From an optimization exercise on the open Yosys and OpenROAD flow, aimed at small area; shortcuts taken in it are not production practice. Function was checked by simulation only, so behaviour that the tests miss may differ from the original. Power figures rest on the tool's default switching activity, not on a simulated workload.

quartz:
Design exec_core, start of the top module:
module exec_core
(
    input  logic        clk,
    input  logic        rst_n,
    input  logic [3:0]  rs1,
    input  logic [3:0]  rs2,
    input  logic [3:0]  rd,
    input  logic [3:0]  alu_op,
    input  logic        use_imm,
    input  logic [31:0] imm,
    input  logic        reg_we,
    input  logic        flags_we,
    input  logic [1:0]  psr_addr,
    output logic [31:0] result,
    output logic [31:0] psr_rdata
);
==> flow/config.mk <==
export PLATFORM = sky130hd
export DESIGN_NAME = exec_core
export DESIGN_NICKNAME = exec_core
export VERILOG_FILES = /design/flow/design.v
export SDC_FILE = /design/flow/constraint.sdc
export NUM_CORES = 4
export LEC_CHECK = 0
export CAP_MARGIN = 0
export CORE_MARGIN = 2
export CORE_UTILIZATION = 40
export CTS_BUF_LIST = sky130_fd_sc_hd__clkbuf_16
export CTS_CLUSTER_DIAMETER = 100
export CTS_CLUSTER_SIZE = 24
export PLACE_DENSITY = 0.6
export SLEW_MARGIN = 0
export SYNTH_HIERARCHICAL = 1
export SYNTH_MINIMUM_KEEP_SIZE = 0
==> flow/constraint.sdc <==
create_clock -name core_clock -period 7.0 [get_ports {clk}]
set_input_delay 1.4000 -clock core_clock [delete_from_list [all_inputs] [get_ports {clk}]]
set_output_delay 1.4000 -clock core_clock [all_outputs]
set_load 0.01 [all_outputs]
standard.sh (not shown) runs the stock make flow with config.mk's settings and CLKGATE_MAP_FILE= SYNTH_SCRIPT=/design/flow/synth_recipe.tcl, a recipe that flattens the netlist after the stock synthesis.
==> flow/flow/run.sh <==
#!/bin/bash
# Layout flow: the standard ORFS flow (standard.sh) with these changes:
#  - the input and output ports are buffered with sky130_fd_sc_hd__buf_1
#    instead of the default port buffer cell;
#  - the synthesised netlist is not resized before placement (its
#    synthesis buffers are removed instead, REMOVE_ABC_BUFFERS);
#  - after global routing, repair_timing -recover_power downsizes cells on
#    paths that have slack to spare.
# standard.sh's full output goes to standard.log in the work folder; ORFS's
# per-step logs stay under orfs/logs/.
set -euo pipefail
export BUFFER_PORTS_ARGS="-buffer_cell sky130_fd_sc_hd__buf_1"
export RECOVER_POWER=100
export REMOVE_ABC_BUFFERS=1
bash standard.sh > standard.log 2>&1
quartz went all the way through the flow, and no timing, DRC or antenna check failed.
The following lists how indigo was set up differently from quartz:
Settings: CTS_CLUSTER_DIAMETER now 60, was 100; CTS_BUF_LIST now sky130_fd_sc_hd__clkbuf_8, was sky130_fd_sc_hd__clkbuf_16; CTS_CLUSTER_SIZE now 16, was 24.
diff --git a/flow/flow/run.sh b/flow/flow/run.sh
--- a/flow/flow/run.sh
+++ b/flow/flow/run.sh
@@ -7,3 +7,4 @@
 #  - after global routing, repair_timing -recover_power downsizes cells on
-#    paths that have slack to spare.
+#    paths that have slack to spare, and setup timing is then repaired to a
+#    0.1 ns margin (flow/grt_hook.tcl).
 # standard.sh's full output goes to standard.log in the work folder; ORFS's
@@ -14,2 +15,3 @@
 export REMOVE_ABC_BUFFERS=1
+export PRE_GLOBAL_ROUTE_TCL="$PWD/flow/grt_hook.tcl"
 bash standard.sh > standard.log 2>&1
==> flow/flow/grt_hook.tcl (new file) <==
proc ::recover_power_helper { } {
  puts "Power recovery, then setup repair to a 0.1 ns margin"
  report_tns
  report_wns
  log_cmd repair_timing -verbose -recover_power 100
  report_tns
  report_wns
  log_cmd repair_timing -verbose -setup -setup_margin 0.1
  report_tns
  report_wns
}
Findings:
- Re H-tree depth: quartz and indigo aren't equal, and the higher value belongs to indigo.
- Measured against each other, quartz and indigo differ in number of iterations in the first detailed-routing pass, the lower figure coming from quartz.
- Delta(final cycle utilization of the critical path, indigo - quartz) < 0
- indigo against quartz; wire length is up slightly.
- The met2 global-route usage in indigo was lower than what quartz gave.
- For the power per cell area, indigo came in 2.3% higher than quartz did.
- indigo -> quartz: multi-input combinational cell count delta 0, exact match
- Minimum setup slack after placement came out exactly the same in quartz and indigo.

-- what the ideal ports hide --
Ports are ideal in the flow. The routed layouts listed here were re-timed in OpenROAD. Step 1 assumes that a clkbuf_16 drives the clock port and a buf_2 every other input. Step 2, shift: input delay + t, output delay - t, t = (earliest + latest rising clock arrival at the registers) / 2. This alone moves slack from input paths to output paths. Slacks: no drivers / after step 1 / after step 2; pairs: no drivers / after step 1.
run	t, ns	slack for setup (ns)	worst hold slack (ns)	worst register clock-pin slew, ns	worst data-port slew with drivers (ns)
quartz	0.671	0.154 / 0.194 / -0.477	0.485 / 0.485 / 0.485	0.11 / 0.11	0.18
indigo	0.733	0.207 / 0.242 / -0.491	0.481 / 0.481 / 0.481	0.11 / 0.11	0.17
With both steps, setup timing fails in quartz and indigo, where it was met with ideal ports. For indigo, which loses most, drivers alone change the setup slack by +0.035 ns; drivers and shift together by -0.698 ns.
